What follows belongs to an exercise in optimizing a design on an open flow for small area and a short achievable clock period; a production flow would make more cautious choices.
Function was checked by simulation only, so behaviour that the tests miss may differ from the original.
Power is estimated from default activity; no workload was simulated.

==> flow/design.v <==
module Mul20(
    input [19:0] a,
    input [19:0] b,
    output [19:0] p
);
  wire [20:0] bx = {b, 1'b0};
  reg [19:0] acc;
  integer i;
  reg one, two, neg;
  reg [20:0] m;
  always @(*) begin
    acc = 20'd0;
    for (i = 0; i < 10; i = i + 1) begin
      one = bx[2*i] ^ bx[2*i+1];
      two = (bx[2*i+2] & ~bx[2*i+1] & ~bx[2*i]) | (~bx[2*i+2] & bx[2*i+1] & bx[2*i]);
      neg = bx[2*i+2];
      m = ({21{one}} & {1'b0, a}) | ({21{two}} & {a, 1'b0});
      m = m ^ {21{neg}};
      acc = acc + ((m[19:0] << (2*i)) + ({19'd0, neg} << (2*i)));
    end
  end
  assign p = acc;
endmodule
module Divider #(parameter P1 = 1) (
    input clk,
    input [19:0] an,
    input [19:0] bn,
    input [19:0] a,
    input [19:0] b,
    output [19:0] quo
);
  wire [19:0] rem [0:10];
  wire [19:0] qb;
  reg  [2*P1-1:0] rem1_r, q1_r;
  assign rem[0] = 20'd0;
  wire [21:0] b3 = {2'b0, b} + {1'b0, b, 1'b0};
  genvar p;
  generate
    for (p = 1; p <= 10; p = p + 1) begin : pr
      localparam W = 2 * p;
      wire [19:0] a_s = (p <= P1) ? an : a;
      wire [21:0] m1 = (p <= P1) ? {2'b0, bn} : {2'b0, b};
      wire [21:0] m3 = (p <= P1) ? 22'd0 : b3;    
      wire [21:0] m2 = {m1[20:0], 1'b0};
      wire [19:0] rprev = (p == P1 + 1) ? {{(20-2*P1){1'b0}}, rem1_r} : rem[p-1];
      wire [W-1:0] r4;
      if (p == 1) begin : ra
        assign r4 = a_s[19:18];
      end else begin : rb
        assign r4 = {rprev[W-3:0], a_s[21-W:20-W]};
      end
      wire [W+1:0] t3 = (p <= P1) ? {2'b0, m1[W-1:0]} + {1'b0, m1[W-1:0], 1'b0} : {(W+2){1'b0}};
      wire c1, c2, c3;
      wire [W-1:0] d1, d2, d3;
      Cmp #(.K(W)) cmp1 (.r(r4), .m(m1[W-1:0]), .ge(c1), .d(d1));
      Cmp #(.K(W)) cmp2 (.r(r4), .m(m2[W-1:0]), .ge(c2), .d(d2));
      Cmp #(.K(W)) cmp3 (.r(r4), .m((p <= P1) ? t3[W-1:0] : m3[W-1:0]), .ge(c3), .d(d3));
      wire g1 = ~|m1[21:W] & c1;
      wire g2 = ~|m2[21:W] & c2;
      wire h3 = (p <= P1) ? (~|m1[21:W] & ~|t3[W+1:W]) : (~|m1[21:W-1] & ~m3[W]);
      wire g3 = h3 & c3;
      assign qb[21-W] = g2;
      assign qb[20-W] = g3 | (g1 & ~g2);
      wire [W-1:0] fl = ({W{g3}} & d3) | ({W{g2 & ~g3}} & d2) | ({W{g1 & ~g2}} & d1);
      assign rem[p] = r4 ^ fl;
    end
  endgenerate
  always @(posedge clk) begin
    rem1_r <= rem[P1][2*P1-1:0];
    q1_r   <= qb[19:20-2*P1];
  end
  assign quo = {q1_r, qb[19-2*P1:0]};
endmodule
module Cmp #(parameter K = 4) (
    input [K-1:0] r,
    input [K-1:0] m,
    output ge,
    output [K-1:0] d
);
  localparam L = (K <= 2) ? 1 : (K <= 4) ? 2 : (K <= 8) ? 3 : (K <= 16) ? 4 : 5;
  wire [K-1:0] G [0:L];
  wire [K-1:0] P [0:L];
  wire [K-1:0] GD [0:L];
  wire [K-1:0] PD [0:L];
  genvar i, l;
  generate
    for (i = 0; i < K; i = i + 1) begin : pg
      if (i == 0) begin : c
        assign G[0][i] = r[i] | ~m[i];    
      end else begin : n
        assign G[0][i] = r[i] & ~m[i];
      end
      assign P[0][i] = r[i] | ~m[i];
    end
    for (l = 0; l < L; l = l + 1) begin : up
      for (i = 0; i < K; i = i + 1) begin : bt
        if (((i + 1) % (2 << l)) == 0) begin : cmb
          assign G[l+1][i] = G[l][i] | (P[l][i] & G[l][i - (1 << l)]);
          assign P[l+1][i] = P[l][i] & P[l][i - (1 << l)];
        end else begin : pass
          assign G[l+1][i] = G[l][i];
          assign P[l+1][i] = P[l][i];
        end
      end
    end
    for (l = L - 1; l >= 0; l = l - 1) begin : dn
      for (i = 0; i < K; i = i + 1) begin : bt
        if ((((i + 1) % (2 << l)) == (1 << l)) && (i >= (2 << l))) begin : cmb
          assign GD[l][i] = GD[l+1][i] | (PD[l+1][i] & GD[l+1][i - (1 << l)]);
          assign PD[l][i] = PD[l+1][i] & PD[l+1][i - (1 << l)];
        end else begin : pass
          assign GD[l][i] = GD[l+1][i];
          assign PD[l][i] = PD[l+1][i];
        end
      end
    end
    assign GD[L] = G[L];
    assign PD[L] = P[L];
    wire [K:0] C = {GD[0], 1'b1};
    assign ge = C[K];
    for (i = 0; i < K; i = i + 1) begin : o
      assign d[i] = ~m[i] ^ C[i];
    end
  endgenerate
endmodule
module MipsMain(
    input clk,
    input reset,
    input [19:0] instruction,
    output [19:0] pc,
    output [19:0] writedata
);
  wire [3:0] op  = instruction[19:16];
  wire [3:0] rs  = instruction[15:12];
  wire [3:0] rt  = instruction[11:8];
  wire [3:0] rd  = instruction[7:4];
  wire [2:0] fn  = instruction[2:0];
  wire [7:0] imm = instruction[7:0];
  wire isR   = (op == 4'd0);
  wire isLW  = (op == 4'd1);
  wire isSW  = (op == 4'd2);
  wire isBEQ = (op == 4'd3);
  wire regwrite = isR | isLW;
  wire [3:0] wa = isR ? rd : rt;
  reg [19:0] pc_r, A, B, D;
  reg [7:0] bofs;       
  wire [19:0] Dv = D;
  reg [19:0] R [0:15];
  reg [19:0] M [0:31];
  assign pc = pc_r;
  assign writedata = Dv;
  genvar gj, gm;
  wire [19:0] simm = {{12{imm[7]}}, imm};
  wire [19:0] asum = A + simm;
  wire [19:0] add  = A + B;
  wire [19:0] sub  = A - B;
  wire [19:0] mul;
  Mul20 mul1 (.a(A), .b(B), .p(mul));
  wire [19:0] quo;
  wire [4:0] maddr = A[4:0] + imm[4:0];
  wire [31:0] msel = 32'd1 << maddr;
  wire [19:0] mrd;
  generate
    for (gj = 0; gj < 20; gj = gj + 1) begin : mcol
      wire [31:0] t;
      for (gm = 0; gm < 32; gm = gm + 1) begin : w
        assign t[gm] = M[gm][gj] & msel[gm];
      end
      assign mrd[gj] = |t;     
    end
  endgenerate
  wire fR = isR & ~reset;
  wire [8:0] dsel = {
    isSW & ~reset,                             
    isLW & ~reset,                             
    fR & (fn == 3'd7),                         
    fR & (fn == 3'd6),                         
    fR & (fn == 3'd5),                         
    fR & (fn == 3'd4),                         
    fR & (fn == 3'd3),                         
    (fR & (fn == 3'd2)) | (isBEQ & ~reset),    
    fR & (fn == 3'd1)                          
  };
  wire [19:0] dnext;
  generate
    for (gj = 0; gj < 20; gj = gj + 1) begin : dcol
      wire [8:0] t = dsel & {asum[gj], mrd[gj], A[gj] ^ B[gj], A[gj] | B[gj],
                             A[gj] & B[gj], quo[gj], mul[gj], sub[gj], add[gj]};
      assign dnext[gj] = |t;
    end
  endgenerate
  wire taken = isBEQ & (A == B);
  wire [19:0] npc = pc_r + 20'd1 + {12'd0, bofs};
  always @(posedge clk) begin
    pc_r <= reset ? 20'd0 : npc;
    bofs <= taken ? imm : 8'd0;
  end
  wire [15:0] sa = 16'd1 << rs;
  wire [15:0] sb = 16'd1 << rt;
  wire [19:0] rA, rB;
  generate
    for (gj = 0; gj < 20; gj = gj + 1) begin : rcol
      wire [15:0] ta, tb;
      for (gm = 0; gm < 16; gm = gm + 1) begin : w
        assign ta[gm] = R[gm][gj] & sa[gm];
        assign tb[gm] = R[gm][gj] & sb[gm];
      end
      assign rA[gj] = |ta;
      assign rB[gj] = |tb;
    end
  endgenerate
  wire fwdA = (isR & (rd == rs)) | (isLW & (rt == rs));
  wire fwdB = isR & (rd == rt) | isLW;
  wire [19:0] An = (fwdA ? Dv : rA) & {20{~reset}};
  wire [19:0] Bn = (fwdB ? Dv : rB) & {20{~reset}};
  always @(posedge clk) begin
    A <= An;
    B <= Bn;
    D <= dnext;
  end
  wire [19:0] rwd = Dv & {20{~reset}};
  wire [15:0] rdh = 16'd1 << rd;
  wire [15:0] rth = sb;
  integer i;
  always @(posedge clk) begin
    for (i = 0; i < 16; i = i + 1)
      if (reset | (isR & rdh[i]) | (isLW & rth[i])) R[i] <= rwd;
  end
  wire [19:0] mw0 = B & {20{~reset}};
  wire [19:0] mw1 = B | {20{reset}};
  integer m;
  always @(posedge clk) begin
    for (m = 0; m < 32; m = m + 1)
      if (reset | (isSW & msel[m]))
        M[m] <= (mw1 & m) | (mw0 & ~m);
  end
  Divider div1 (.clk(clk), .an(An), .bn(Bn), .a(A), .b(B), .quo(quo));
endmodule
Settings: LEC_CHECK=0, ABC_AREA=1, CAP_MARGIN=20, CORE_MARGIN=2, CORE_UTILIZATION=40, CTS_BUF_LIST=sky130_fd_sc_hd__clkbuf_16, CTS_CLUSTER_DIAMETER=80, CTS_CLUSTER_SIZE=24, SLEW_MARGIN=20, TNS_END_PERCENT=0; clock period 50.0 ns.
standard.sh (not shown) runs the stock make flow with config.mk's settings and CLKGATE_MAP_FILE= SYNTH_SCRIPT=/design/flow/synth_recipe.tcl, a recipe that flattens the netlist after the stock synthesis.
==> flow/flow/run.sh <==
#!/bin/bash
# The standard layout (standard.sh), with its timing repair steps aiming for
# a setup slack margin instead of zero slack.
set -uo pipefail
export SETUP_SLACK_MARGIN=37
bash standard.sh > standard.log 2>&1
status=$?
cp -r orfs/logs logs_orfs 2>/dev/null
exit $status
The starting point passed the timing, design-rule and antenna checks.
Change:
--- a/flow/design.v
+++ b/flow/design.v
@@ -60,10 +60,9 @@
       wire h3 = (p <= P1) ? (~|m1[21:W] & ~|t3[W+1:W]) : (~|m1[21:W-1] & ~m3[W]);
       wire g3 = h3 & c3;
       assign qb[21-W] = g2;
       assign qb[20-W] = g3 | (g1 & ~g2);
-      wire [W-1:0] fl = ({W{g3}} & d3) | ({W{g2 & ~g3}} & d2) | ({W{g1 & ~g2}} & d1);
-      assign rem[p] = r4 ^ fl;
+      assign rem[p] = g3 ? d3 : g2 ? d2 : g1 ? d1 : r4;
     end
   endgenerate
   always @(posedge clk) begin
     rem1_r <= rem[P1][2*P1-1:0];
@@ -79,10 +78,8 @@
 );
   localparam L = (K <= 2) ? 1 : (K <= 4) ? 2 : (K <= 8) ? 3 : (K <= 16) ? 4 : 5;
   wire [K-1:0] G [0:L];
   wire [K-1:0] P [0:L];
-  wire [K-1:0] GD [0:L];
-  wire [K-1:0] PD [0:L];
   genvar i, l;
   generate
     for (i = 0; i < K; i = i + 1) begin : pg
       if (i == 0) begin : c
@@ -91,36 +88,24 @@
         assign G[0][i] = r[i] & ~m[i];
       end
       assign P[0][i] = r[i] | ~m[i];
     end
-    for (l = 0; l < L; l = l + 1) begin : up
+    for (l = 0; l < L; l = l + 1) begin : lv
       for (i = 0; i < K; i = i + 1) begin : bt
-        if (((i + 1) % (2 << l)) == 0) begin : cmb
-          assign G[l+1][i] = G[l][i] | (P[l][i] & G[l][i - (1 << l)]);
-          assign P[l+1][i] = P[l][i] & P[l][i - (1 << l)];
+        if ((i >> l) & 1) begin : cmb
+          localparam integer J = ((i >> l) << l) - 1;
+          assign G[l+1][i] = G[l][i] | (P[l][i] & G[l][J]);
+          assign P[l+1][i] = P[l][i] & P[l][J];
         end else begin : pass
           assign G[l+1][i] = G[l][i];
           assign P[l+1][i] = P[l][i];
         end
       end
     end
-    for (l = L - 1; l >= 0; l = l - 1) begin : dn
-      for (i = 0; i < K; i = i + 1) begin : bt
-        if ((((i + 1) % (2 << l)) == (1 << l)) && (i >= (2 << l))) begin : cmb
-          assign GD[l][i] = GD[l+1][i] | (PD[l+1][i] & GD[l+1][i - (1 << l)]);
-          assign PD[l][i] = PD[l+1][i] & PD[l+1][i - (1 << l)];
-        end else begin : pass
-          assign GD[l][i] = GD[l+1][i];
-          assign PD[l][i] = PD[l+1][i];
-        end
-      end
-    end
-    assign GD[L] = G[L];
-    assign PD[L] = P[L];
-    wire [K:0] C = {GD[0], 1'b1};
+    wire [K:0] C = {G[L], 1'b1};
     assign ge = C[K];
     for (i = 0; i < K; i = i + 1) begin : o
-      assign d[i] = ~m[i] ^ C[i];
+      assign d[i] = r[i] ^ (~m[i] ^ C[i]);
     end
   endgenerate
 endmodule
 module MipsMain(
@@ -141,10 +126,9 @@
   wire isSW  = (op == 4'd2);
   wire isBEQ = (op == 4'd3);
   wire regwrite = isR | isLW;
   wire [3:0] wa = isR ? rd : rt;
-  reg [19:0] pc_r, A, B, D;
-  reg [7:0] bofs;       
+  reg [19:0] pc_r, npc, A, B, D;
   wire [19:0] Dv = D;
   reg [19:0] R [0:15];
   reg [19:0] M [0:31];
   assign pc = pc_r;
@@ -189,12 +173,15 @@
       assign dnext[gj] = |t;
     end
   endgenerate
   wire taken = isBEQ & (A == B);
-  wire [19:0] npc = pc_r + 20'd1 + {12'd0, bofs};
+  wire [19:0] npc1 = npc + 20'd1;
+  wire [19:0] npcb = npc1 + {12'd0, imm};
+  wire [8:0]  rstb = {1'b0, imm} + 9'd1;
   always @(posedge clk) begin
     pc_r <= reset ? 20'd0 : npc;
-    bofs <= taken ? imm : 8'd0;
+    if (reset) npc <= taken ? {11'd0, rstb} : 20'd1;
+    else       npc <= taken ? npcb : npc1;
   end
   wire [15:0] sa = 16'd1 << rs;
   wire [15:0] sb = 16'd1 << rt;
   wire [19:0] rA, rB;
Effect: Sequential power is about the same. Clock-buffer cell count falls by 3. Power rises by 25%. Setup slack gets better by 0.088 ns. Via count rises by 3.4%. Synthesized area rises by 5.5%. Routed wire length rises by 5.3%. Cell count rises by 5.9%.

-- afterwards: timing with drivers on the ports --
The results above use ideal ports. As a check the final layouts listed here were re-extracted and re-timed, cells and wires unchanged. Step 1 sets driving cells, clkbuf_16 on the clock port and buf_2 on the other inputs (assumed; they add their load-dependent delay and slew). Step 2, shift: input delay + t, output delay - t, t = (earliest + latest rising clock arrival at the registers) / 2. This alone moves slack from input paths to output paths. Slacks: ideal / step 1 / step 2; pairs: ideal / step 1.
run | shift t [ns] | setup slack, ns | latest minus earliest clock arrival (ns)
the first run | 0.740 | 36.553 / 36.574 / 35.834 | 0.086 / 0.085
the second run | 0.748 | 36.641 / 36.685 / 35.937 | 0.073 / 0.073
After both steps every run listed still meets setup and hold. The setup slack of the first run, which loses most, moves by +0.021 ns with the drivers and by -0.719 ns with both steps.
